Source: an optimization exercise on an open RTL-to-GDS flow (aim: small area). Production flows keep margins and buffers that such runs may drop. Only simulation tests tie the RTL to the original design; equivalence was not proved. Power is estimated from default activity; no workload was simulated.

### design/flow/design.v
`timescale 1ns / 1ps
module Clock_Div(
    input clk_in,
    input [3:0] div,
    input rst,
    output reg clk_out,
    output rise,
    output fall
    );
 reg [2:0] count;
 wire clk_next = (div == 4'b0100) ? count[1] :
                 (div == 4'b1000) ? count[2] : count[0];
 always @(posedge clk_in or posedge rst)
  if (rst) begin
   count   <= 3'b0;
   clk_out <= 1'b0;
  end else begin
   count   <= count + 1'b1;
   clk_out <= clk_next;
  end
 assign rise = ~clk_out & clk_next;
 assign fall = clk_out & ~clk_next;
endmodule
`timescale 1ns / 1ps
module SR_Control(
    input [170-1:0] din,
    input clk,
    input clk_div,
    input rise,
    input rst,
    input start,
    output reg din_sr,
    output load_sr,
    output clk_sr
    );
 reg [7:0] c;
 wire idle = ~c[7] & ~c[6];
 wire [255:0] tbl = {3'b0, din, 83'b0};
 wire [3:0] sel = 4'b1 << c[1:0];
 wire [63:0] grp;
 genvar g;
 generate for (g = 0; g < 64; g = g + 1) begin : G
  assign grp[g] = |(tbl[4*g +: 4] & sel);
 end endgenerate
 assign load_sr = (c == 8'd254);
 assign clk_sr = ~rst & (~clk_div | load_sr);
 always @(posedge clk or posedge rst)
  if (rst) begin
   c      <= 8'd0;
   din_sr <= 1'b0;
  end else if (rise) begin
   if (idle) begin
    if (start) c <= 8'd83;
   end else
    c <= c + 1'b1;
   din_sr <= grp[c[7:2]];
  end
endmodule
`timescale 1ns / 1ps
module Recieve_Data(
    input dout_sr,
    input clk,
    input fall,
    input rst,
    input load_sr,
    output [170-1:0] dout
    );
 reg [170-1:0] tmp_n;
 reg [170-1:0] dout_n;
 reg nvalid;
 reg [7:0] r;
 wire idle = ~r[7] & ~r[6];
 wire done = fall & (&r);
 always @(posedge clk or posedge rst)
  if (rst)
   r <= 8'd0;
  else if (fall) begin
   if (idle) begin
    if (load_sr) r <= 8'd85;
   end else
    r <= r + 1'b1;
  end
 always @(posedge clk or posedge rst)
  if (rst)
   nvalid <= 1'b1;
  else if (done)
   nvalid <= 1'b0;
 always @(posedge clk)
  if (fall)
   tmp_n <= {~dout_sr, tmp_n[170-1:1]};
 always @(posedge clk)
  if (done)
   dout_n <= tmp_n;
 assign dout = ~(dout_n | {170{nvalid}});
endmodule
`timescale 1ns / 1ps
module Top_SR(
    input clk_in,
    input rst,
    input [3:0] div,
    input start,
    input [170-1:0] din,
    input dout_sr,
    output clk_sr,
    output din_sr,
    output load_sr,
    output [170-1:0] dout
    );
wire clk_div;
wire rise;
wire fall;
Clock_Div clock_div_0(
        .clk_in(clk_in),
        .div(div),
        .rst(rst),
        .clk_out(clk_div),
        .rise(rise),
        .fall(fall)
        );
SR_Control sr_control_0(
         .din(din),
         .clk(clk_in),
         .clk_div(clk_div),
         .rise(rise),
         .rst(rst),
         .start(start),
         .din_sr(din_sr),
         .load_sr(load_sr),
         .clk_sr(clk_sr)
        );
Recieve_Data recieve_data_0(
        .dout_sr(dout_sr),
        .clk(clk_in),
        .fall(fall),
        .rst(rst),
        .load_sr(load_sr),
        .dout(dout)
        );                         
endmodule
### design/flow/flow/run.sh
#!/bin/bash
cat >> "$FLOW_CONFIG" <<'EOC'
export BUFFER_PORTS_ARGS = -buffer_cell sky130_fd_sc_hd__buf_1
export CTS_ARGS = -sink_clustering_enable -repair_clock_nets -dont_use_dummy_load -buf_list sky130_fd_sc_hd__clkbuf_8 -sink_clustering_size 14 -sink_clustering_max_diameter 40
EOC
bash standard.sh > standard.log 2>&1
### design/flow/standard.sh
#!/bin/bash
# synth_recipe.tcl (not shown) runs the flow's synth.tcl, then flattens the netlist and writes it again
# the make line also repeats each setting of config.mk as NAME=value (left out here)
make -C /OpenROAD-flow-scripts/flow DESIGN_CONFIG=/design/flow/config.mk WORK_HOME=/design/flow/orfs CLKGATE_MAP_FILE= SYNTH_SCRIPT=/design/flow/synth_recipe.tcl "${@:-finish}"
### design/flow/config.mk
export PLATFORM = sky130hd
export DESIGN_NAME = Top_SR
export DESIGN_NICKNAME = Top_SR
export VERILOG_FILES = /design/flow/design.v
export SDC_FILE = /design/flow/constraint.sdc
export NUM_CORES = 4
export LEC_CHECK = 0
export CAP_MARGIN = 20
export CORE_MARGIN = 2
export CORE_UTILIZATION = 40
export SLEW_MARGIN = 20
export BUFFER_PORTS_ARGS = -buffer_cell sky130_fd_sc_hd__buf_1
export CTS_ARGS = -sink_clustering_enable -repair_clock_nets -dont_use_dummy_load -buf_list sky130_fd_sc_hd__clkbuf_8 -sink_clustering_size 14 -sink_clustering_max_diameter 40
### design/flow/constraint.sdc
create_clock -name core_clock -period 5.0 [get_ports {clk_in}]
set_input_delay 1.0000 -clock core_clock [delete_from_list [all_inputs] [get_ports {clk_in}]]
set_output_delay 1.0000 -clock core_clock [all_outputs]
set_load 0.01 [all_outputs]
==> impl_metrics.toml, run 1 <==
[status]
outcome = "complete, no violations"

[timing]
fin_skew_ps = 106
setup_viol = 0
hold_slack_ps = 418
slew_headroom = 0.326
period_share = 0.692
rsz0062_at_grt = "false"
hold_viol_final = 0
slew_viol_final = 0
worst_pin_slew_ps = 1010
fin_crit_ps = 3460
fmaxAchievable_ghz = 0.289

[clocking]
clock_sinks = 362
ctsHoldBuffers = 0
path_clk_slew_ps = 80
cts_setup_buffers = 0
h-tree-depth = 2
root_buffer = "clkbuf_8"
cts_buffer_depth = 3
clock_latency_ps = 570
cts_tree = "done"
cts_resized = 0
numCtsBuffers = 41

[finish]
final_util = 0.480
fill_cells = 2907
regArea_sq_um = 10800
multi_input_area_sq_um = 2300
drive_gt1_frac = 0.0574
num_antenna_cells = 0
area_growth_pct = 18.0
nets = 1388

[place]
io_buffer_count = 350
place_hpwl_mm = 21.1
globalplace.congestion = 0.768

[detailed_routing]
finalWirelength_mm = 31.1
drt_first_pass_iters = 7
routed_via_density = 5.14
vias = 8453
wl_per_cell_um = 18.9
ant_nets = 0
drtIter0Drc = 602
route.detailed.drc = 0

[critical_path]
reg2reg_from = "sr_control_0.c[0]$_DFFE_PP0P_"
cp-start-kind = "register"
cp.required_ps = 4000
end_kind = "output port"
crit_type = "register to output port"
r2r_setup_slack_ps = 2220
rr_worst_depth = 8
critPathArrivalTime_ps = 2460
worst-path-max-fanout = 102
endpoint = "dout[13]"
r2r-end = "sr_control_0.din_sr$_DFFE_PP0P_"
critPathLaunch = "recieve_data_0.nvalid$_DFFE_PP1P_"

[floorplanning]
die_h_um = 186
start_util = 0.407
fp.dieW_um = 186
die_area_sq_um = 34700
core.rowCount = 66
io_pins = 351
coreArea_sq_um = 32600

[synthesis]
netlist_area_sq_um = 13300
synth-compound-area-share = 0.0649
ys_types = 45
syn_inst = 846
syn_nets = 1030
synth-simple-area-share = 0.0961
synth_fa_ha_area_frac = 0.00566
seq_area_frac_synth = 0.811
synth.area.mux_share = 0.000848
synth_top_family_by_area = "simple AND/OR/NAND/NOR gates"
avgSynthCellArea_sq_um = 15.7
yosysWarnings = 3
ys_ff_latch = 362
async_flop_share = 0.0608
synth_edf_count = 340
synth_xor_area_frac = 0.00462
synth_ff_type = "edfxtp_1"

[grt]
grt.total_usage = 0.166
grt-ovfl-total = 0
grt_pass1_vias = 7878
grt_pass1_wl_mm = 42.7
grt_max_degree = 103
antenna_found_initial = 0

[hold_path]
holdPathStages = 0
min_path_type = "register to register"

[pwr]
p_leak_nw = 4.50
power-per-cell-area_nw_per_um2 = 391
vdd_drop_max_uv = 220

[job]
drv_cap = 0
-- worst min-delay path by stage --
stage,slack (ps),from,end
2_1_floorplan,400,recieve_data_0.tmp_n[0]$_DFFE_PP_,recieve_data_0.dout_n[0]$_DFFE_PP_
3_3_place_gp,400,recieve_data_0.tmp_n[0]$_DFFE_PP_,recieve_data_0.dout_n[0]$_DFFE_PP_
3_5_place_dp,400,recieve_data_0.tmp_n[0]$_DFFE_PP_,recieve_data_0.dout_n[0]$_DFFE_PP_
4_1_cts,410,recieve_data_0.tmp_n[76]$_DFFE_PP_,recieve_data_0.dout_n[76]$_DFFE_PP_
5_1_grt,420,recieve_data_0.tmp_n[139]$_DFFE_PP_,recieve_data_0.tmp_n[138]$_DFFE_PP_
6_report,420,recieve_data_0.tmp_n[18]$_DFFE_PP_,recieve_data_0.tmp_n[17]$_DFFE_PP_
-- where the power goes --
group / internal (mW) / switching, mW / leakage [nW]
registers: 3.33 / 0.107 / 2.50
logic: 0.386 / 0.678 / 1.70
clock network: 0.727 / 0.890 / 0.295
total: 4.45 / 1.68 / 4.50
-- state kept, by name, indices dropped and copies added (netlist names) --
name and flops:
recieve_data_0.tmp_n 170, recieve_data_0.dout_n 170, recieve_data_0.r 8, clock_div_0.count 3
sr_control_0.c 8, recieve_data_0.nvalid 1, sr_control_0.din_sr 1, clock_div_0.clk_out 1
-- through the flow --
stage	power, mW	setup TNS (ps)	setup WS (ps)	cells	cell area [sq um]
after floorplan	4.21	-219820	-1290	846	13300
after global placement	4.55	0	1630	1603	15100
after detailed placement	4.56	0	1590	1603	15100
after CTS	6.19	0	1450	1644	15700
after global routing	6.39	0	1340	1644	15700
final	6.12	0	1540	1644	15700
-- critical path: stages, from the launching register on --
cell	delay, ps
dfstp_4	1260
buf_4	450
nor2_1	120
buf_1	140
-- area by class of cell --
type                            instances  area share
Tap cell                              442      0.0353
Multi-Input combinational cell        424       0.147
Timing Repair Buffer                  364      0.0914
Inverter                               11     0.00296
Sequential cell                       362       0.687
Clock buffer                           41      0.0360
-- cells in the mapped netlist (all sizes together), types with 2 or more instances --
cell | instances | share of area
nand3 | 42 | 0.016
a222oi | 4 | 0.0030
a21oi | 9 | 0.0034
xnor2 | 4 | 0.0026
nand2 | 25 | 0.0071
nor2b | 6 | 0.0028
nor4 | 2 | 0.0014
o21a | 2 | 0.0011
xor2 | 3 | 0.0020
a31oi | 2 | 0.00094
nand4 | 14 | 0.0066
nor3 | 11 | 0.0049
o311ai | 2 | 0.0019
o21ai | 13 | 0.0052
dfrtp | 21 | 0.040
edfxtp | 340 | 0.77
nor2 | 184 | 0.052
o31ai | 2 | 0.0011
a311oi | 2 | 0.0013
ha | 6 | 0.0057
inv | 11 | 0.0031
a22oi | 75 | 0.042
buf | 3 | 0.0011
clkbuf | 46 | 0.013
or3 | 2 | 0.00094
and3 | 2 | 0.00094
-- layer usage --
layer,global-route usage,part of all wire
met5,0,0
met4,0.0904,0.047
met3,0.0321,0.075
met2,0.278,0.48
met1,0.203,0.40
-- cells in the final DEF (no fill, tap or decap), types with 2 or more instances in the layout --
cell and instances:
buf_1 350, edfxtp_1 340, nor2_1 184, a22oi_1 75, nand3_1 42, clkbuf_8 41
nand2_1 24, dfrtp_1 21, nand4_1 14, buf_4 13, o21ai_1 10, inv_1 9
a21oi_1 9, nor3_1 8, nor2b_1 6, ha_1 5, xnor2_1 4, a222oi_1 4
xor2_1 3, o21a_1 2, or3_1 2, and3_1 2, o31ai_1 2, nor3_2 2
a311oi_1 2, o21ai_0 2, a31oi_1 2
-- cell families (layout without fill, tap and decap cells) --
| group | after synthesis | in the layout |
|---|---|---|
| AND/OR/NAND/NOR | 292 | 292 |
| XOR/XNOR | 7 | 7 |
| multiplexers | 1 | 1 |
| adder cells (fa/ha/maj) | 6 | 6 |
| buffers and inverters | 60 | 416 |
| AO/OA/AOI/OAI | 118 | 118 |
| flip-flops | 362 | 362 |
==> run 2, diff against run 1 <==
==> design/flow/flow/run.sh (replaced) <==
#!/bin/bash
cat >> "$FLOW_CONFIG" <<'EOC'
export BUFFER_PORTS_ARGS = -buffer_cell sky130_fd_sc_hd__buf_1
export CTS_ARGS = -sink_clustering_enable -repair_clock_nets -dont_use_dummy_load -buf_list sky130_fd_sc_hd__clkbuf_16 -sink_clustering_size 30 -sink_clustering_max_diameter 80
EOC
bash standard.sh > standard.log 2>&1
--- a/design/flow/config.mk
+++ b/design/flow/config.mk
@@ -11,3 +11,3 @@
 export SLEW_MARGIN = 20
 export BUFFER_PORTS_ARGS = -buffer_cell sky130_fd_sc_hd__buf_1
-export CTS_ARGS = -sink_clustering_enable -repair_clock_nets -dont_use_dummy_load -buf_list sky130_fd_sc_hd__clkbuf_8 -sink_clustering_size 14 -sink_clustering_max_diameter 40
+export CTS_ARGS = -sink_clustering_enable -repair_clock_nets -dont_use_dummy_load -buf_list sky130_fd_sc_hd__clkbuf_16 -sink_clustering_size 30 -sink_clustering_max_diameter 80
==> run 2 against run 1 <==
Against the previous run:
- design area down 0.89%
- combinational power about the same
- routed wire length down 1.8%
- via count down 2.0%
- critical endpoint is now dout[95]
==> impl_metrics.toml, run 2 <==
[status]
outcome = "complete, no violations"

[timing]
period_share = 0.689
hold_viol_final = 0
fin_skew_ps = 69.4
fmaxAchievable_ghz = 0.290
rsz0062_at_grt = "false"
slew_headroom = 0.349
fin_crit_ps = 3440
worst_pin_slew_ps = 977
tns_ps = 0
setup_viol = 0
slew_viol_final = 0

[synthesis]
netlist_area_sq_um = 13300
seq_area_frac_synth = 0.811
yosysWarnings = 3
syn_inst = 846
ys_ff_latch = 362
synthTopCellsByArea = "edfxtp_1 (77%), nor2_1 (5.2%), a22oi_1 (4.2%), dfrtp_1 (4.0%), nand3_1 (1.6%)"
synth_top_cell_by_area = "edfxtp_1"
synthTopCellsByCount = "edfxtp_1 (340), nor2_1 (184), a22oi_1 (75)"
yosysMostFrequentCell = "edfxtp_1"
syn_nets = 1030
synth_ff_type = "edfxtp_1"
synth_edf_count = 340
async_flop_share = 0.0608
ys_types = 45
synth_top_area_frac = 0.769
avgSynthCellArea_sq_um = 15.7

[place]
globalplace.congestion = 0.768
place_hpwl_mm = 21.1
io_buffer_count = 350
place_area_sq_um = 15100

[grt]
grt_pass1_wl_mm = 41.9
grt_pass1_vias = 7636
grt.total_usage = 0.162
grt_max_degree = 103
antenna_found_initial = 0
grt-ovfl-total = 0

[critical_path]
crit_type = "register to output port"
critPathArrivalTime_ps = 2440
end_kind = "output port"
worst-path-max-fanout = 102
cp.required_ps = 4000
cp_slowest_cell = "dfstp_4"
critPathBufInv = 2
cp-start-kind = "register"
cp_cell_sequence = "buf_4 > nor2_1 > buf_1"
crit_path_max_incr_delay_ps = 1260
crit_family = "flip-flops"

[hold_path]
min_path_type = "register to register"

[finish]
design_area_sq_um = 15500
num_antenna_cells = 0
area_growth_pct = 16.9
final_common_cell = "buf_1"
regArea_sq_um = 10800
drive_gt1_frac = 0.0382
most-common-layout-cells = "buf_1 (350), edfxtp_1 (340), nor2_1 (184)"
fill_cells = 2906
nets = 1364
reg.largest.list = "recieve_data_0.dout_n x170, recieve_data_0.tmp_n x170"
final_util = 0.476
multi_input_area_sq_um = 2300

[floorplanning]
start_util = 0.407
coreArea_sq_um = 32600
die_h_um = 186
core.rowCount = 66
fp.dieW_um = 186
io_pins = 351
die_area_sq_um = 34700

[detailed_routing]
vias = 8280
ant_nets = 0
wl_per_cell_um = 18.8
finalWirelength_mm = 30.5
routed_via_density = 5.11
route.detailed.drc = 0
drtIter0Drc = 578
drt_first_pass_iters = 5

[pwr]
p_switching_mw = 1.60
p_int_mw = 4.33
power_mw = 5.93
p_comb_frac = 0.179
p_clk_frac = 0.242
swShare = 0.270
power-per-cell-area_nw_per_um2 = 382
seq_power_share = 0.580
vdd_drop_max_uv = 231
p_leak_nw = 4.41

[job]
drv_cap = 0

[clocking]
path_clk_slew_ps = 100
root_buffer = "clkbuf_16"
clock_latency_ps = 510
cts_setup_buffers = 0
ctsHoldBuffers = 0
numCtsBuffers = 17
h-tree-depth = 1
cts_tree = "done"
cts_buffer_depth = 3
clock_sinks = 362
cts_resized = 0
run 2: cell counts after synthesis:
Identical to the previous run, type by type.
run 2: power by group through the flow:
stage / sequential [mW] / clock, mW / combinational (mW)
floorplan: 3.44 / 0 / 0.768
global placement: 3.50 / 0 / 1.05
detailed placement: 3.50 / 0 / 1.06
CTS: 3.44 / 1.48 / 1.07
global route: 3.45 / 1.58 / 1.15
finish: 3.44 / 1.43 / 1.06
run 2: final timing paths:
check,start,to,slack [ps],cells after the start
setup / recovery,recieve_data_0.nvalid$_DFFE_PP1P_,dout[95],1560,3
hold / removal,recieve_data_0.tmp_n[137]$_DFFE_PP_,recieve_data_0.tmp_n[136]$_DFFE_PP_,420,0
setup reg to reg,sr_control_0.c[0]$_DFFE_PP0P_,sr_control_0.din_sr$_DFFE_PP0P_,2230,8
hold reg to reg,recieve_data_0.tmp_n[137]$_DFFE_PP_,recieve_data_0.tmp_n[136]$_DFFE_PP_,420,0
max in group asynchronous,rst,recieve_data_0.r[5]$_DFFE_PP0P_,3720,2
min in group asynchronous,rst,clock_div_0.count[0]$_DFF_PP0_,660,2
run 2: cell type report:
class	count	share of cell area
Timing Repair Buffer	364	0.0922
Multi-Input combinational cell	424	0.148
Clock buffer	17	0.0274
Tap cell	442	0.0356
Sequential cell	362	0.694
Inverter	11	0.00298
run 2: routing by layer:
layer | global-route usage | vias up | routed length [um]
met2 | 0.276 | 380 | 14600
met4 | 0.0769 | 0 | 1390
li1 | - | 3831 | -
met3 | 0.0296 | 66 | 2430
met1 | 0.200 | 4003 | 12100
met5 | 0 | - | 0
run 2: kinds of logic after synthesis:
family / synth area share
flip-flops: 0.811
XOR/XNOR: 0.00462
buffers and inverters: 0.0172
AO/OA/AOI/OAI: 0.0649
multiplexers: 0.000848
AND/OR/NAND/NOR: 0.0961
adder cells (fa/ha/maj): 0.00566
run 2: per-stage QoR:
stage | hold WS [ps] | setup WS (ps) | instances
floorplan | 400 | -1290 | 846
global placement | 402 | 1630 | 1603
detailed placement | 405 | 1590 | 1603
CTS | 427 | 1490 | 1620
global route | 425 | 1370 | 1620
finish | 425 | 1560 | 1620
==> run 3, diff against run 2 <==
--- a/design/flow/design.v
+++ b/design/flow/design.v
@@ -71,14 +71,20 @@
  reg [7:0] r;
  wire idle = ~r[7] & ~r[6];
- wire done = fall & (&r);
+ wire done;
+ wire en = fall & (~idle | load_sr);
+ wire jump = fall & idle & load_sr;
+ wire [7:0] t;
+ assign t[0] = en;
+ genvar i;
+ generate for (i = 1; i < 8; i = i + 1) begin : T
+  assign t[i] = t[i-1] & r[i-1];
+ end endgenerate
+ wire [7:0] set = {1'b0, jump, 1'b0, jump, 1'b0, jump, 2'b0};
+ assign done = t[7] & r[7];
  always @(posedge clk or posedge rst)
   if (rst)
    r <= 8'd0;
-  else if (fall) begin
-   if (idle) begin
-    if (load_sr) r <= 8'd85;
-   end else
-    r <= r + 1'b1;
-  end
+  else
+   r <= r ^ (t | set);
  always @(posedge clk or posedge rst)
   if (rst)
--- a/design/flow/config.mk
+++ b/design/flow/config.mk
@@ -8,5 +8,6 @@
 export CAP_MARGIN = 20
 export CORE_MARGIN = 2
-export CORE_UTILIZATION = 40
+export CORE_UTILIZATION = 65
+export PLACE_DENSITY = 0.75
 export SLEW_MARGIN = 20
 export BUFFER_PORTS_ARGS = -buffer_cell sky130_fd_sc_hd__buf_1
==> run 3 against run 2 <==
Against the previous run:
- still clean
- global-route usage is 9.1 points higher
- clock skew is 17 ps lower
- core utilization grew 28 points
- setup slack worse by 450 ps
- die area down 38%
- sequential power down 2%
- fmax fell by 11%
- largest cell class unchanged
==> impl_metrics.toml, run 3 <==
[timing]
rsz0062_at_grt = "false"
slew_headroom = 0.413
postLayoutSetupSlackWorst_ps = 1110
hold_viol_final = 0
fmaxAchievable_ghz = 0.257
slew_viol_final = 0
worst_pin_slew_ps = 880
fin_crit_ps = 3890
setup_viol = 0
period_share = 0.778
tns_ps = 0
fin_skew_ps = 52.5

[clocking]
cts_tree = "done"
cts_buffer_depth = 3
path_clk_slew_ps = 100
numCtsBuffers = 16
root_buffer = "clkbuf_16"
ctsHoldBuffers = 0
cts_resized = 0
cts_setup_buffers = 0
clock_latency_ps = 500
clock_sinks = 362
h-tree-depth = 1

[synthesis]
synth_top_cell_by_area = "edfxtp_1"
yosysWarnings = 3
synth_top_family_by_area = "compound AO/OA/AOI/OAI gates"
synth-simple-area-share = 0.0687
synth_edf_count = 340
seq_area_frac_synth = 0.818
synth_ff_type = "edfxtp_1"
synth_top_area_frac = 0.776
synth_xor_area_frac = 0.00400
synth_fa_ha_area_frac = 0.00952
synthTopCellsByArea = "edfxtp_1 (78%), nor2_1 (5.1%), dfrtp_1 (4.0%), a22oi_1 (2.3%), a21oi_1 (1.3%)"
avgSynthCellArea_sq_um = 16.3
ys_ff_latch = 362
async_flop_share = 0.0608
yosysMostFrequentCell = "edfxtp_1"
synthTopCellsByCount = "edfxtp_1 (340), nor2_1 (177), a22oi_1 (40)"
ys_types = 47
netlist_area_sq_um = 13100
syn_inst = 806
syn_nets = 994
synth.area.mux_share = 0.00247
synth-compound-area-share = 0.0776

[critical_path]
critPathLaunch = "sr_control_0.c[4]$_DFFE_PP0P_"
r2r-end = "recieve_data_0.dout_n[37]$_DFFE_PP_"
worst-path-max-fanout = 39
cp-start-kind = "register"
critPathBufInv = 2
r2r_setup_slack_ps = 1110
crit_family = "simple AND/OR/NAND/NOR gates"
cp_slowest_cell = "dfrtp_1"
crit_cells = 13
rr_worst_depth = 13
critPathArrivalTime_ps = 4040
crit_path_max_incr_delay_ps = 600
reg2reg_from = "sr_control_0.c[4]$_DFFE_PP0P_"
crit_type = "register to register"
end_kind = "register"
cp_cell_sequence = "inv_1 > nor3_1 > nand4_1 > a21oi_1 > ha_1 > ha_1 > and2_1 > ha_1 > and2_1 > ha_1 > and2_1 > ha_4 > buf_4"
cp.required_ps = 5140
crit_path_frequent_cell = "ha_1"

[job]
drv_cap = 0

[detailed_routing]
routed_via_density = 5.67
drtIter0Drc = 697
route.detailed.drc = 0
wl_met2_mm = 13.9
finalWirelength_mm = 27.7
top_layer = "met4"
ant_nets = 0
met3_length_mm = 2.22
wl_per_cell_um = 19.6
drt_first_pass_iters = 6
vias = 8008
wl_met1_mm = 10.4

[finish]
reg.largest.list = "recieve_data_0.dout_n x170, recieve_data_0.tmp_n x170"
num_antenna_cells = 0
fill_cells = 1267
drive_gt1_frac = 0.0342
final_util = 0.759
most-common-layout-cells = "buf_1 (350), edfxtp_1 (340), nor2_1 (177)"
final_common_cell = "buf_1"
area_growth_pct = 15.6
nets = 1332

[floorplanning]
io_pins = 351
die_h_um = 146
fp.dieW_um = 146
core.rowCount = 52
coreArea_sq_um = 20000
die_area_sq_um = 21400
start_util = 0.656

[pwr]
vdd_drop_max_uv = 322
p_switching_mw = 1.37
p_comb_frac = 0.157
seq_power_share = 0.599
p_int_mw = 4.26
p_leak_nw = 4.42
p_clk_frac = 0.244
power-per-cell-area_nw_per_um2 = 370
swShare = 0.244

[hold_path]
hold_path.startpoint = "recieve_data_0.tmp_n[133]$_DFFE_PN_"
holdPathStages = 0
min_to = "recieve_data_0.dout_n[133]$_DFFE_PP_"
min_path_type = "register to register"

[place]
dp_slack_ps = 673
globalplace.congestion = 0.953
place_hpwl_mm = 19.0
io_buffer_count = 350

[status]
outcome = "complete, no violations"

[grt]
grt_pass1_wl_mm = 41.3
antenna_found_initial = 0
grt.total_usage = 0.252
grt-ovfl-total = 0
grt_max_degree = 124
grt_pass1_vias = 7879
## run 3: cells by family (layout without fill, tap and decap cells)
kind of cell | count (synthesis) | count (layout)
XOR/XNOR | 6 | 6
AO/OA/AOI/OAI | 140 | 140
multiplexers | 2 | 2
AND/OR/NAND/NOR | 226 | 226
buffers and inverters | 60 | 396
flip-flops | 362 | 362
adder cells (fa/ha/maj) | 10 | 10
## run 3: area by class of cell
type	count	area (sq um)	area share
clock buffers	16	400	0.0263
inverters	13	52.6	0.00346
multi-input cells	384	2150	0.141
flip-flops and latches	362	10800	0.708
well taps	270	338	0.0222
repair buffers	367	1500	0.0986
## run 3: how the worst max path moves through the flow
stage / endpoint / slack [ps]
after floorplan: recieve_data_0.tmp_n[0]$_DFFE_PN_ / 540
after global placement: recieve_data_0.dout_n[55]$_DFFE_PP_ / 830
after detailed placement: recieve_data_0.dout_n[53]$_DFFE_PP_ / 670
after CTS: recieve_data_0.dout_n[45]$_DFFE_PP_ / 1100
after global routing: recieve_data_0.dout_n[37]$_DFFE_PP_ / 780
final: recieve_data_0.dout_n[37]$_DFFE_PP_ / 1110
## run 3: power by group through the flow
| stage | clock, mW | combinational (mW) | sequential (mW) |
|---|---|---|---|
| 3_5_place_dp | 0 | 0.878 | 3.44 |
| 6_report | 1.37 | 0.887 | 3.37 |
| 3_3_place_gp | 0 | 0.873 | 3.44 |
| 4_1_cts | 1.41 | 0.882 | 3.37 |
| 2_1_floorplan | 0 | 0.676 | 3.42 |
| 5_1_grt | 1.49 | 0.981 | 3.38 |
## run 3: per-layer routing
| layer | global-route usage | vias up |
|---|---|---|
| met4 | 0.109 | 0 |
| li1 | - | 3713 |
| met1 | 0.310 | 3847 |
| met5 | 0 | - |
| met2 | 0.435 | 371 |
| met3 | 0.0575 | 77 |
## run 3: per-stage QoR
step	area, sq um	instances	power (mW)	hold slack [ps]
after global routing	15200	1412	5.85	428
after detailed placement	14800	1395	4.32	419
after floorplan	13200	806	4.10	400
final	15200	1412	5.63	413
after CTS	15200	1411	5.66	412
after global placement	14800	1395	4.31	407
==> run 4, diff against run 3 <==
--- a/design/flow/config.mk
+++ b/design/flow/config.mk
@@ -8,6 +8,6 @@
 export CAP_MARGIN = 20
 export CORE_MARGIN = 2
-export CORE_UTILIZATION = 65
-export PLACE_DENSITY = 0.75
+export CORE_UTILIZATION = 75
+export PLACE_DENSITY = 0.85
 export SLEW_MARGIN = 20
 export BUFFER_PORTS_ARGS = -buffer_cell sky130_fd_sc_hd__buf_1
==> run 4 against run 3 <==
Against the previous run:
- the flow now stops in detailed placement (3_5_place_dp)
- synthesized area unchanged
- synthesized cell count unchanged
==> impl_metrics.toml, run 4 <==
[floorplanning]
core.rowCount = 48
die_h_um = 136
io_pins = 351
start_util = 0.763
fp.dieW_um = 136

[synthesis]
synth_top_area_frac = 0.776
avgSynthCellArea_sq_um = 16.3
netlist_area_sq_um = 13100
synth_ff_type = "edfxtp_1"
syn_nets = 994
synthTopCellsByCount = "edfxtp_1 (340), nor2_1 (177), a22oi_1 (40)"
synth_top_cell_by_area = "edfxtp_1"
ys_types = 47
async_flop_share = 0.0608
ys_ff_latch = 362
yosysWarnings = 3
yosysMostFrequentCell = "edfxtp_1"
syn_inst = 806
synthTopCellsByArea = "edfxtp_1 (78%), nor2_1 (5.1%), dfrtp_1 (4.0%), a22oi_1 (2.3%), a21oi_1 (1.3%)"
synth_edf_count = 340
seq_area_frac_synth = 0.818

[place]
place_hpwl_mm = 22.3
io_buffer_count = 350
globalplace.congestion = 1.03

[status]
error = "[ERROR DPL-0033] detailed placement checks failed during check placement."
haltStage = "detailed placement (3_5_place_dp)"
outcome = "did not finish"
[run 4: power by group through the flow]
stage | combinational, mW | sequential (mW) | clock, mW
after floorplan | 0.676 | 3.42 | 0
after global placement | 0.887 | 3.45 | 0
[run 4: how the worst max path moves through the flow]
stage / start / to / slack, ps
global placement: div[1] / recieve_data_0.dout_n[122]$_DFFE_PP_ / 890
floorplan: div[3] / recieve_data_0.tmp_n[0]$_DFFE_PN_ / 540
[run 4: cell families after synthesis]
family | after synthesis | synth area share
mux | 2 | 0.00247
flops | 362 | 0.818
compound gates | 140 | 0.0776
xor+xnor | 6 | 0.00400
fa+ha+maj | 10 | 0.00952
simple gates | 226 | 0.0687
buf+inv | 60 | 0.0192
[run 4: stage by stage]
step           hold slack, ps  cell area, sq um
3_3_place_gp              405             14700
2_1_floorplan             400             13200
==> run 5, diff against run 4 <==
--- a/design/flow/config.mk
+++ b/design/flow/config.mk
@@ -8,6 +8,6 @@
 export CAP_MARGIN = 20
 export CORE_MARGIN = 2
-export CORE_UTILIZATION = 75
-export PLACE_DENSITY = 0.85
+export CORE_UTILIZATION = 70
+export PLACE_DENSITY = 0.8
 export SLEW_MARGIN = 20
 export BUFFER_PORTS_ARGS = -buffer_cell sky130_fd_sc_hd__buf_1
==> run 5 against run 4 <==
Against the previous run:
- now clean on timing, DRC and antenna
- synthesized area is the same
- synthesized cell count is the same
==> impl_metrics.toml, run 5 <==
[critical_path]
cp.required_ps = 5160
crit_type = "register to register"
cp_cell_sequence = "inv_1 > nor3_1 > nand4_1 > a21oi_1 > ha_1 > ha_1 > and2_1 > ha_1 > and2_1 > ha_1 > and2_1 > ha_4 > buf_12"
crit_path_max_incr_delay_ps = 580
cp_slowest_cell = "dfrtp_1"
worst-path-max-fanout = 45
cp-start-kind = "register"
end_kind = "register"
critPathArrivalTime_ps = 4150
crit_path_frequent_cell = "ha_1"

[finish]
multi_input_area_sq_um = 2150
final_common_cell = "buf_1"
regArea_sq_um = 10800
area_growth_pct = 15.4
final_util = 0.816
most-common-layout-cells = "buf_1 (350), edfxtp_1 (340), nor2_1 (177)"
reg.largest.list = "recieve_data_0.dout_n x170, recieve_data_0.tmp_n x170"
fill_cells = 959
design_area_sq_um = 15200
drive_gt1_frac = 0.0325
nets = 1329

[synthesis]
avgSynthCellArea_sq_um = 16.3
yosysWarnings = 3
seq_area_frac_synth = 0.818
synth_ff_type = "edfxtp_1"
syn_inst = 806
yosysMostFrequentCell = "edfxtp_1"
ys_ff_latch = 362
syn_nets = 994
synth_top_area_frac = 0.776
synthTopCellsByArea = "edfxtp_1 (78%), nor2_1 (5.1%), dfrtp_1 (4.0%), a22oi_1 (2.3%), a21oi_1 (1.3%)"
netlist_area_sq_um = 13100
synth_edf_count = 340
ys_types = 47
async_flop_share = 0.0608
synthTopCellsByCount = "edfxtp_1 (340), nor2_1 (177), a22oi_1 (40)"
synth_top_cell_by_area = "edfxtp_1"

[clocking]
numCtsBuffers = 16
cts_resized = 0
root_buffer = "clkbuf_16"
clock_latency_ps = 510
h-tree-depth = 1
clock_sinks = 362
path_clk_slew_ps = 110
cts_tree = "done"
cts_setup_buffers = 0
cts_buffer_depth = 3
ctsHoldBuffers = 0

[timing]
postLayoutSetupSlackWorst_ps = 1000
fin_crit_ps = 4000
slew_headroom = 0.386
hold_viol_final = 0
rsz0062_at_grt = "false"
worst_pin_slew_ps = 921
fmaxAchievable_ghz = 0.250
setup_viol = 0
fin_skew_ps = 60.5
slew_viol_final = 0
period_share = 0.799
tns_ps = 0

[hold_path]
min_path_type = "register to register"

[detailed_routing]
routed_via_density = 6.20
wl_per_cell_um = 23.9
finalWirelength_mm = 32.9
vias = 8516
ant_nets = 0
drtIter0Drc = 779
drt_first_pass_iters = 6
route.detailed.drc = 0

[pwr]
swShare = 0.254
p_switching_mw = 1.46
p_comb_frac = 0.163
p_clk_frac = 0.245
power_mw = 5.73
p_int_mw = 4.27
seq_power_share = 0.592
p_leak_nw = 4.41
power-per-cell-area_nw_per_um2 = 378
vdd_drop_max_uv = 393

[grt]
grt_max_degree = 93
grt.total_usage = 0.323
antenna_found_initial = 1
grt_pass1_vias = 8127
grt-ovfl-total = 0
grt_pass1_wl_mm = 47.2

[floorplanning]
start_util = 0.708
io_pins = 351
die_h_um = 141
core.rowCount = 50
die_area_sq_um = 19900
fp.dieW_um = 141
coreArea_sq_um = 18600

[status]
outcome = "complete, no violations"

[place]
dp_slack_ps = 638
io_buffer_count = 350
place_area_sq_um = 14800
place_hpwl_mm = 21.4
globalplace.congestion = 0.934

[job]
drv_cap = 0
## run 5: cell counts after synthesis
No cell type changed its count.
## run 5: cell families after synthesis
logic type / Yosys count / share of synthesized area
flip-flops: 362 / 0.818
adder cells (fa/ha/maj): 10 / 0.00952
AO/OA/AOI/OAI: 140 / 0.0776
buffers and inverters: 60 / 0.0192
XOR/XNOR: 6 / 0.00400
AND/OR/NAND/NOR: 226 / 0.0687
multiplexers: 2 / 0.00247
## run 5: worst paths after layout
kind                                                    from                                    to  slack, ps  depth (start not counted)
hold / removal             recieve_data_0.tmp_n[4]$_DFFE_PN_    recieve_data_0.dout_n[4]$_DFFE_PP_        420                          0
hold reg to reg            recieve_data_0.tmp_n[4]$_DFFE_PN_    recieve_data_0.dout_n[4]$_DFFE_PP_        420                          0
setup / recovery               sr_control_0.c[4]$_DFFE_PP0P_  recieve_data_0.dout_n[168]$_DFFE_PP_       1000                         13
setup reg to reg               sr_control_0.c[4]$_DFFE_PP0P_  recieve_data_0.dout_n[168]$_DFFE_PP_       1000                         13
max in group asynchronous                                rst         sr_control_0.c[2]$_DFFE_PP0P_       3670                          2
min in group asynchronous                                rst         recieve_data_0.r[1]$_DFF_PP0_        700                          2
## run 5: stage by stage
step | hold WS [ps] | instances
after floorplan | 400 | 806
after global placement | 422 | 1357
after detailed placement | 412 | 1357
after global routing | 432 | 1374
final | 425 | 1374
after CTS | 427 | 1373
## run 5: cell type report
| cell class | count | area share |
|---|---|---|
| repair buffers | 364 | 0.0993 |
| clock buffers | 16 | 0.0264 |
| inverters | 13 | 0.00346 |
| well taps | 234 | 0.0193 |
| flip-flops and latches | 362 | 0.710 |
| diodes | 1 | 0.000165 |
| multi-input cells | 384 | 0.142 |
## run 5: power by group through the flow
stage / sequential [mW] / clock [mW] / combinational [mW]
2_1_floorplan: 3.42 / 0 / 0.676
3_3_place_gp: 3.45 / 0 / 0.897
3_5_place_dp: 3.46 / 0 / 0.915
4_1_cts: 3.39 / 1.42 / 0.917
5_1_grt: 3.40 / 1.49 / 1.01
6_report: 3.39 / 1.40 / 0.934
## run 5: metal layers
metal / GRT usage / part of all wire / vias to the layer above
li1: - / - / 3702
met1: 0.408 / 0.36 / 4181
met2: 0.569 / 0.51 / 549
met3: 0.0598 / 0.090 / 84
met4: 0.121 / 0.040 / 0
met5: 0 / 0 / -
## run 5: critical path, delay by kind of cell, from the launching register on
family	cells	cell delay, ps
compound gates	1	220
fa+ha+maj	5	1140
buf+inv	2	550
flops	1	580
simple gates	5	1180
==> run 6, diff against run 5 <==
--- a/design/flow/config.mk
+++ b/design/flow/config.mk
@@ -8,6 +8,5 @@
 export CAP_MARGIN = 20
 export CORE_MARGIN = 2
-export CORE_UTILIZATION = 70
-export PLACE_DENSITY = 0.8
+export CORE_UTILIZATION = 40
 export SLEW_MARGIN = 20
 export BUFFER_PORTS_ARGS = -buffer_cell sky130_fd_sc_hd__buf_1
==> run 6 against run 5 <==
Against the previous run:
- still clean on timing, DRC and antenna
- global-route usage is 16 points lower
- first-iteration DRC count is 18% lower
- routed wire length is 8.3% lower
- power is 0.37% higher
- design area is 2.2% higher
- hold slack worse by 3.5 ps
- cell count is 16% higher
- synthesized area stayed put
- count of clock-buffer cells in the layout is 1 higher
- clock skew is 4.6 ps higher
- core utilization is 34 points lower
- largest power group unchanged
==> impl_metrics.toml, run 6 <==
[status]
outcome = "complete, no violations"

[timing]
hold_viol_final = 0
postLayoutSetupSlackWorst_ps = 1030
slew_headroom = 0.356
tns_ps = 0
setup_viol = 0
fin_crit_ps = 3970
fmaxAchievable_ghz = 0.252
fin_skew_ps = 65.1
rsz0062_at_grt = "false"
slew_viol_final = 0
worst_pin_slew_ps = 965
period_share = 0.794

[grt]
grt-ovfl-total = 0
antenna_found_initial = 1
grt_pass1_vias = 7873
grt_max_degree = 97
grt_pass1_wl_mm = 42.7
grt.total_usage = 0.164

[clocking]
root_buffer = "clkbuf_16"
cts_tree = "done"
cts_buffer_depth = 3
h-tree-depth = 1
cts_resized = 0
ctsHoldBuffers = 0
path_clk_slew_ps = 100
clock_sinks = 362
cts_setup_buffers = 0
numCtsBuffers = 17
clock_latency_ps = 510

[synthesis]
avgSynthCellArea_sq_um = 16.3
synth_top_cell_by_area = "edfxtp_1"
ys_ff_latch = 362
synth_ff_type = "edfxtp_1"
synthTopCellsByArea = "edfxtp_1 (78%), nor2_1 (5.1%), dfrtp_1 (4.0%), a22oi_1 (2.3%), a21oi_1 (1.3%)"
async_flop_share = 0.0608
yosysMostFrequentCell = "edfxtp_1"
synth_top_area_frac = 0.776
seq_area_frac_synth = 0.818
synthTopCellsByCount = "edfxtp_1 (340), nor2_1 (177), a22oi_1 (40)"
syn_nets = 994
synth_edf_count = 340
yosysWarnings = 3
netlist_area_sq_um = 13100
ys_types = 47
syn_inst = 806

[place]
dp.cells = 1573
globalplace.congestion = 0.822
dp_slack_ps = 664
io_buffer_count = 350
place_hpwl_mm = 21.2

[finish]
nets = 1338
reg.largest.list = "recieve_data_0.dout_n x170, recieve_data_0.tmp_n x170"
num_antenna_cells = 0
final_util = 0.478
final_cells = 1590
drive_gt1_frac = 0.0392
area_growth_pct = 17.9
final_common_cell = "buf_1"
most-common-layout-cells = "buf_1 (350), edfxtp_1 (340), nor2_1 (177)"

[detailed_routing]
vias = 7959
drtIter0Drc = 640
wl_per_cell_um = 19.0
route.detailed.drc = 0
routed_via_density = 5.01
finalWirelength_mm = 30.2
drt_first_pass_iters = 5
ant_nets = 0

[critical_path]
critPathArrivalTime_ps = 4140
end_kind = "register"
worst-path-max-fanout = 49
crit_type = "register to register"
cp.required_ps = 5170
cp-start-kind = "register"

[pwr]
vdd_drop_max_uv = 292
power-per-cell-area_nw_per_um2 = 371
power_mw = 5.75
p_leak_nw = 4.46

[job]
drv_cap = 0

[floorplanning]
die_area_sq_um = 34300
die_h_um = 185
start_util = 0.405
io_pins = 351
fp.dieW_um = 185
core.rowCount = 66
coreArea_sq_um = 32500

[hold_path]
min_path_type = "register to register"
## run 6: cell count changes in the layout (fill, tap and decap cells not counted), sizes merged
cell    previous run  this run
buf              364       372
clkbuf            16        17
diode              1         0
## run 6: power by group
part,internal (mW),total [mW],switching (mW)
logic,0.368,0.953,0.585
clock network,0.613,1.42,0.812
registers,3.33,3.37,0.0448
## run 6: worst paths after layout
path / end / depth (start not counted) / slack [ps] / startpoint
setup / recovery: recieve_data_0.dout_n[64]$_DFFE_PP_ / 13 / 1030 / sr_control_0.c[4]$_DFFE_PP0P_
min in group asynchronous: clock_div_0.count[2]$_DFF_PP0_ / 2 / 700 / rst
setup reg to reg: recieve_data_0.dout_n[64]$_DFFE_PP_ / 13 / 1030 / sr_control_0.c[4]$_DFFE_PP0P_
hold reg to reg: recieve_data_0.dout_n[105]$_DFFE_PP_ / 0 / 420 / recieve_data_0.tmp_n[105]$_DFFE_PN_
max in group asynchronous: sr_control_0.c[0]$_DFFE_PP0P_ / 2 / 3680 / rst
hold / removal: recieve_data_0.dout_n[105]$_DFFE_PP_ / 0 / 420 / recieve_data_0.tmp_n[105]$_DFFE_PN_
## run 6: area by class of cell
type                            instances  area [sq um]
Tap cell                              442           553
Inverter                               13          52.6
Clock buffer                           17           425
Multi-Input combinational cell        384          2150
Sequential cell                       362         10800
Fill cell                            2879         17000
Timing Repair Buffer                  372          1550
## run 6: cells by family (layout without fill, tap and decap cells)
group	after synthesis	in the layout	synth area share
xor gates and xnor gates	6	6	0.00400
DFF	362	362	0.818
AOI/OAI and AO/OA	140	140	0.0776
buffers and inverters	60	402	0.0192
muxes	2	2	0.00247
and+or+nand+nor	226	226	0.0687
adders and majority gates	10	10	0.00952
## run 6: worst max-delay path, cell delays in order, from the launching register on
cell,delay (ps)
dfrtp_1,610
inv_1,270
nor3_1,420
nand4_1,260
a21oi_1,190
ha_1,170
ha_1,150
and2_1,120
ha_1,150
and2_1,120
ha_1,150
and2_1,180
ha_4,460
buf_12,330
## run 6: per-stage QoR
step	hold WS (ps)	area, sq um
3_3_place_gp	400	15100
2_1_floorplan	400	13200
5_1_grt	429	15500
6_report	421	15500
4_1_cts	424	15500
3_5_place_dp	411	15100
## run 6: layer usage
layer	share of wire	up-vias	global-route usage
met5	0	-	0
met4	0.032	0	0.0603
met3	0.090	57	0.0497
met2	0.50	315	0.297
met1	0.38	3872	0.182
li1	-	3715	-
==> run 7, diff against run 6 <==
--- a/design/flow/config.mk
+++ b/design/flow/config.mk
@@ -6,8 +6,9 @@
 export NUM_CORES = 4
 export LEC_CHECK = 0
-export CAP_MARGIN = 20
+export CAP_MARGIN = 0
 export CORE_MARGIN = 2
-export CORE_UTILIZATION = 40
-export SLEW_MARGIN = 20
+export CORE_UTILIZATION = 65
+export PLACE_DENSITY = 0.75
+export SLEW_MARGIN = 0
 export BUFFER_PORTS_ARGS = -buffer_cell sky130_fd_sc_hd__buf_1
 export CTS_ARGS = -sink_clustering_enable -repair_clock_nets -dont_use_dummy_load -buf_list sky130_fd_sc_hd__clkbuf_16 -sink_clustering_size 30 -sink_clustering_max_diameter 80
==> run 7 against run 6 <==
Against the previous run:
- non-clock buffer count shrank 6
- highest routed layer unchanged
- first-iteration DRC count increased by 11%
- design area fell by 2.1%
- clock power is 4% lower
- count of clock-buffer cells in the layout down 1
- synthesized cell count unchanged
- via count up 0.73%
- still clean
- register-to-register slack improved by 80 ps
==> impl_metrics.toml, run 7 <==
[synthesis]
yosysWarnings = 3
synthTopCellsByCount = "edfxtp_1 (340), nor2_1 (177), a22oi_1 (40)"
synth_edf_count = 340
avgSynthCellArea_sq_um = 16.3
syn_nets = 994
synth_top_cell_by_area = "edfxtp_1"
syn_inst = 806
synth_top_area_frac = 0.776
async_flop_share = 0.0608
synthTopCellsByArea = "edfxtp_1 (78%), nor2_1 (5.1%), dfrtp_1 (4.0%), a22oi_1 (2.3%), a21oi_1 (1.3%)"
ys_types = 47
yosysMostFrequentCell = "edfxtp_1"
ys_ff_latch = 362
synth_ff_type = "edfxtp_1"
netlist_area_sq_um = 13100
seq_area_frac_synth = 0.818

[timing]
worst_pin_slew_ps = 1140
fin_crit_ps = 3890
slew_headroom = 0.241
tns_ps = 0
rsz0062_at_grt = "false"
slew_viol_final = 0
fmaxAchievable_ghz = 0.257
postLayoutSetupSlackWorst_ps = 1110
period_share = 0.778
hold_viol_final = 0
setup_viol = 0
fin_skew_ps = 51.6

[clocking]
cts_resized = 0
cts_buffer_depth = 3
cts_tree = "done"
cts_setup_buffers = 0
h-tree-depth = 1
ctsHoldBuffers = 0
root_buffer = "clkbuf_16"
numCtsBuffers = 16
clock_sinks = 362
clock_latency_ps = 500
path_clk_slew_ps = 100

[floorplanning]
die_h_um = 146
io_pins = 351
fp.dieW_um = 146
die_area_sq_um = 21400
core.rowCount = 52
start_util = 0.656
coreArea_sq_um = 20000

[grt]
grt_max_degree = 124
grt_pass1_vias = 7879
grt_pass1_wl_mm = 41.3
grt.total_usage = 0.252
antenna_found_initial = 0
grt-ovfl-total = 0

[finish]
area_growth_pct = 15.4
final_util = 0.757
design_area_sq_um = 15200
drive_gt1_frac = 0.0333
reg.largest.list = "recieve_data_0.dout_n x170, recieve_data_0.tmp_n x170"
num_antenna_cells = 0
most-common-layout-cells = "buf_1 (350), edfxtp_1 (340), nor2_1 (177)"
regArea_sq_um = 10800
fill_cells = 1271
multi_input_area_sq_um = 2150
nets = 1331
final_common_cell = "buf_1"

[critical_path]
cp.required_ps = 5140
critPathArrivalTime_ps = 4030
end_kind = "register"
critPathLaunch = "sr_control_0.c[4]$_DFFE_PP0P_"
worst-path-max-fanout = 39
reg2reg_from = "sr_control_0.c[4]$_DFFE_PP0P_"
cp-start-kind = "register"
crit_type = "register to register"

[place]
globalplace.congestion = 0.953
place_area_sq_um = 14800
io_buffer_count = 350
dp_slack_ps = 673
place_hpwl_mm = 19.0

[pwr]
power_mw = 5.63
power-per-cell-area_nw_per_um2 = 371
vdd_drop_max_uv = 323
p_leak_nw = 4.41

[hold_path]
hold_path.startpoint = "recieve_data_0.tmp_n[133]$_DFFE_PN_"
min_path_type = "register to register"

[job]
drv_cap = 0

[status]
outcome = "complete, no violations"

[detailed_routing]
drtIter0Drc = 708
wl_per_cell_um = 19.6
ant_nets = 0
finalWirelength_mm = 27.7
route.detailed.drc = 0
routed_via_density = 5.68
vias = 8017
drt_first_pass_iters = 5
==> run 7: cell types whose count changed in the layout (fill, tap and decap cells not counted) <==
cell and delta:
buf_4 -3, buf_12 -3, clkbuf_16 -1
==> run 7: worst max-delay path, stage by stage (launching register included) <==
cell and delay (ps):
dfrtp_1 590, inv_1 250, nor3_1 410, nand4_1 260, a21oi_1 190, ha_1 160
ha_1 150, and2_1 140, ha_1 160, and2_1 130, ha_1 160, and2_1 180
ha_4 290, buf_4 480
==> run 7: cells by family after synthesis <==
| family | synth area share |
|---|---|
| flops | 0.818 |
| buf+inv | 0.0192 |
| fa+ha+maj | 0.00952 |
| mux | 0.00247 |
| simple gates | 0.0687 |
| compound gates | 0.0776 |
| xor+xnor | 0.00400 |
==> run 7: metal layers <==
layer	part of all wire	vias up	track usage
met5	0	-	0
li1	-	3716	-
met1	0.37	3857	0.310
met3	0.083	76	0.0575
met4	0.043	0	0.109
met2	0.50	368	0.435
==> run 7: worst paths after layout <==
check / end / slack (ps) / cells past startpoint
worst max-delay path: recieve_data_0.dout_n[3]$_DFFE_PP_ / 1110 / 13
worst min-delay path: recieve_data_0.dout_n[133]$_DFFE_PP_ / 410 / 0
max in group asynchronous: sr_control_0.c[5]$_DFFE_PP0P_ / 3750 / 2
worst max register to register: recieve_data_0.dout_n[3]$_DFFE_PP_ / 1110 / 13
worst min register to register: recieve_data_0.dout_n[133]$_DFFE_PP_ / 410 / 0
min in group asynchronous: recieve_data_0.r[5]$_DFF_PP0_ / 660 / 2
==> run 7: area by class of cell <==
class | count | area share
clock buffer | 16 | 0.0264
inverter | 13 | 0.00346
multi-input combinational | 384 | 0.141
sequential | 362 | 0.709
tap | 270 | 0.0223
timing repair buffer | 366 | 0.0970
==> run 7: stage by stage <==
stage / instances / hold WS [ps]
2_1_floorplan: 806 / 400
3_5_place_dp: 1395 / 419
4_1_cts: 1411 / 412
5_1_grt: 1411 / 428
6_report: 1411 / 410
3_3_place_gp: 1395 / 407
==> run 7: power breakdown <==
group          total, mW  internal (mW)  switching [mW]
sequential          3.37           3.33          0.0425
combinational      0.885          0.353           0.532
clock               1.37          0.579           0.795
==> run 8, diff against run 7 <==
==> design/flow/flow/run.sh (replaced) <==
#!/bin/bash
cat >> "$FLOW_CONFIG" <<'EOC'
export BUFFER_PORTS_ARGS = -buffer_cell sky130_fd_sc_hd__buf_1
export CTS_ARGS = -sink_clustering_enable -repair_clock_nets -dont_use_dummy_load -buf_list sky130_fd_sc_hd__clkbuf_16 -sink_clustering_size 35 -sink_clustering_max_diameter 60
EOC
bash standard.sh > standard.log 2>&1
--- a/design/flow/config.mk
+++ b/design/flow/config.mk
@@ -12,3 +12,3 @@
 export SLEW_MARGIN = 0
 export BUFFER_PORTS_ARGS = -buffer_cell sky130_fd_sc_hd__buf_1
-export CTS_ARGS = -sink_clustering_enable -repair_clock_nets -dont_use_dummy_load -buf_list sky130_fd_sc_hd__clkbuf_16 -sink_clustering_size 30 -sink_clustering_max_diameter 80
+export CTS_ARGS = -sink_clustering_enable -repair_clock_nets -dont_use_dummy_load -buf_list sky130_fd_sc_hd__clkbuf_16 -sink_clustering_size 35 -sink_clustering_max_diameter 60
==> run 8 against run 7 <==
Against the previous run:
- still clean
- first-iteration DRC count fell by 11%
- clock skew is 30 ps higher
- critical path depth unchanged
- synthesized cell count is the same
- non-clock buffer count unchanged
- combinational power about the same
- hold slack better by 17 ps
==> impl_metrics.toml, run 8 <==
[detailed_routing]
wl_per_cell_um = 19.6
route.detailed.drc = 0
finalWirelength_mm = 27.7
drtIter0Drc = 633
vias = 7946
drt_first_pass_iters = 5
routed_via_density = 5.63
ant_nets = 0

[hold_path]
hold_path.startpoint = "recieve_data_0.tmp_n[101]$_DFFE_PN_"
min_to = "recieve_data_0.dout_n[101]$_DFFE_PP_"
holdPathStages = 0
min_path_type = "register to register"

[timing]
fin_skew_ps = 81.7
rsz0062_at_grt = "false"
fmaxAchievable_ghz = 0.259
postLayoutSetupSlackWorst_ps = 1140
slew_viol_final = 0
fin_crit_ps = 3860
slew_headroom = 0.271
worst_pin_slew_ps = 1090
hold_viol_final = 0
tns_ps = 0
hold_slack_ps = 428
period_share = 0.772
setup_viol = 0

[finish]
area_growth_pct = 15.6
final_common_cell = "buf_1"
drive_gt1_frac = 0.0342
most-common-layout-cells = "buf_1 (350), edfxtp_1 (340), nor2_1 (177)"
regArea_sq_um = 10800
fill_cells = 1278
nets = 1332
num_antenna_cells = 0
multi_input_area_sq_um = 2150
reg.largest.list = "recieve_data_0.dout_n x170, recieve_data_0.tmp_n x170"

[grt]
grt.total_usage = 0.253
grt_max_degree = 124
antenna_found_initial = 0
grt_pass1_vias = 7848
grt_pass1_wl_mm = 41.4
grt-ovfl-total = 0

[place]
dp_slack_ps = 673
place_hpwl_mm = 19.0
globalplace.congestion = 0.953
io_buffer_count = 350

[synthesis]
synthTopCellsByArea = "edfxtp_1 (78%), nor2_1 (5.1%), dfrtp_1 (4.0%), a22oi_1 (2.3%), a21oi_1 (1.3%)"
syn_nets = 994
synth_edf_count = 340
ys_ff_latch = 362
yosysMostFrequentCell = "edfxtp_1"
synth_top_cell_by_area = "edfxtp_1"
ys_types = 47
synthTopCellsByCount = "edfxtp_1 (340), nor2_1 (177), a22oi_1 (40)"
synth_ff_type = "edfxtp_1"
async_flop_share = 0.0608
netlist_area_sq_um = 13100
synth_top_area_frac = 0.776
avgSynthCellArea_sq_um = 16.3
syn_inst = 806
seq_area_frac_synth = 0.818
yosysWarnings = 3

[clocking]
cts_tree = "done"
path_clk_slew_ps = 100
cts_resized = 0
cts_buffer_depth = 3
numCtsBuffers = 17
clock_sinks = 362
root_buffer = "clkbuf_16"
cts_setup_buffers = 0
h-tree-depth = 1
ctsHoldBuffers = 0
clock_latency_ps = 520

[floorplanning]
core.rowCount = 52
start_util = 0.656
die_h_um = 146
fp.dieW_um = 146
io_pins = 351
die_area_sq_um = 21400
coreArea_sq_um = 20000

[critical_path]
rr_worst_depth = 13
r2r-end = "recieve_data_0.dout_n[37]$_DFFE_PP_"
critPathArrivalTime_ps = 4000
r2r_setup_slack_ps = 1140
worst-path-max-fanout = 39
cp.required_ps = 5140
end_kind = "register"
reg2reg_from = "sr_control_0.c[4]$_DFFE_PP0P_"
cp-start-kind = "register"
crit_type = "register to register"

[pwr]
p_leak_nw = 4.43
power-per-cell-area_nw_per_um2 = 372
vdd_drop_max_uv = 289

[job]
drv_cap = 0

[status]
outcome = "complete, no violations"
==> run 8: cell counts after synthesis <==
Identical to the previous run, type by type.
==> run 8: kinds of logic (layout without fill, tap and decap cells) <==
kind of cell,after synthesis,in the layout,share of synthesized area
flops,362,362,0.818
fa+ha+maj,10,10,0.00952
simple gates,226,226,0.0687
mux,2,2,0.00247
buf+inv,60,396,0.0192
xor+xnor,6,6,0.00400
compound gates,140,140,0.0776
==> run 8: how the worst max path moves through the flow <==
stage                                        startpoint                                  end  slack (ps)  depth (start not counted)
after global routing      sr_control_0.c[4]$_DFFE_PP0P_  recieve_data_0.dout_n[37]$_DFFE_PP_         800                         13
after floorplan                                  div[3]    recieve_data_0.tmp_n[0]$_DFFE_PN_         540                          5
after global placement                           div[1]  recieve_data_0.dout_n[55]$_DFFE_PP_         830                         15
after CTS                 sr_control_0.c[4]$_DFFE_PP0P_  recieve_data_0.dout_n[37]$_DFFE_PP_        1120                         13
after detailed placement                         div[1]  recieve_data_0.dout_n[53]$_DFFE_PP_         670                         15
final                     sr_control_0.c[4]$_DFFE_PP0P_  recieve_data_0.dout_n[37]$_DFFE_PP_        1140                         13
==> run 8: worst max-delay path, stage by stage, from the launching register on <==
cell and delay, ps:
dfrtp_1 580, inv_1 250, nor3_1 410, nand4_1 260, a21oi_1 190, ha_1 160, ha_1 150, and2_1 140
ha_1 160, and2_1 130, ha_1 160, and2_1 180, ha_4 280, buf_4 480
==> run 8: final cells by class <==
type,instances,share of cell area
Multi-Input combinational cell,384,0.141
Inverter,13,0.00346
Tap cell,270,0.0222
Timing Repair Buffer,366,0.0968
Sequential cell,362,0.708
Clock buffer,17,0.0280
==> run 8: metal layers <==
metal  vias to the layer above  global-route usage  part of all wire
met2                       354               0.435              0.50
met5                         -                   0                 0
met1                      3809               0.313              0.38
li1                       3712                   -                 -
met3                        71              0.0594             0.075
met4                         0               0.105             0.041
==> run 8: where the power goes <==
group | internal, mW | leakage (nW) | switching [mW] | total [mW]
registers | 3.33 | 2.52 | 0.0434 | 3.37
clock network | 0.612 | 0.209 | 0.794 | 1.41
logic | 0.353 | 1.69 | 0.531 | 0.884
==> run 8: through the flow <==
step,power [mW],instances,utilization,cell area (sq um)
3_3_place_gp,4.31,1395,0.737,14800
2_1_floorplan,4.10,806,-,13200
4_1_cts,5.70,1412,0.758,15200
3_5_place_dp,4.32,1395,0.737,14800
5_1_grt,5.89,1412,0.758,15200
6_report,5.66,1412,0.758,15200

## static timing again, ports no longer ideal
The results above use ideal ports. As a check the final layouts listed here were re-extracted and re-timed, cells and wires unchanged. Step 1 (the two cells are an assumption about what drives the block):
set clk [get_ports {clk_in}]
set_driving_cell -lib_cell sky130_fd_sc_hd__clkbuf_16 $clk
set_driving_cell -lib_cell sky130_fd_sc_hd__buf_2 [delete_from_list [all_inputs] $clk]
Step 2 adds t to the input delays and takes it off the output delays; t is the mean of the earliest and latest rising clock arrival at the registers after step 1. Input paths then give back, and output paths get back, about the clock's delay inside the block. Slacks: ideal / step 1 / step 2; pairs: ideal / step 1.
run | t (ns) | slack for setup (ns) | latest minus earliest clock arrival (ns) | worst register clock-pin slew, ns
run 1 | 0.555 | 1.539 / 1.497 / 1.598 | 0.106 / 0.106 | 0.08 / 0.08
run 2 | 0.522 | 1.555 / 1.509 / 1.638 | 0.069 / 0.069 | 0.11 / 0.11
run 3 | 0.522 | 1.108 / 1.108 / 0.674 | 0.053 / 0.053 | 0.11 / 0.11
run 5 | 0.524 | 1.004 / 1.004 / 0.608 | 0.061 / 0.061 | 0.11 / 0.11
run 6 | 0.528 | 1.031 / 1.031 / 0.670 | 0.067 / 0.067 | 0.11 / 0.11
run 7 | 0.522 | 1.110 / 1.110 / 0.647 | 0.052 / 0.052 | 0.11 / 0.11
run 8 | 0.523 | 1.140 / 1.140 / 0.684 | 0.082 / 0.082 | 0.12 / 0.12
After both steps every run listed still meets setup and hold. The setup slack of run 7, which loses most, moves by 0.000 ns with the drivers and by -0.463 ns with both steps.
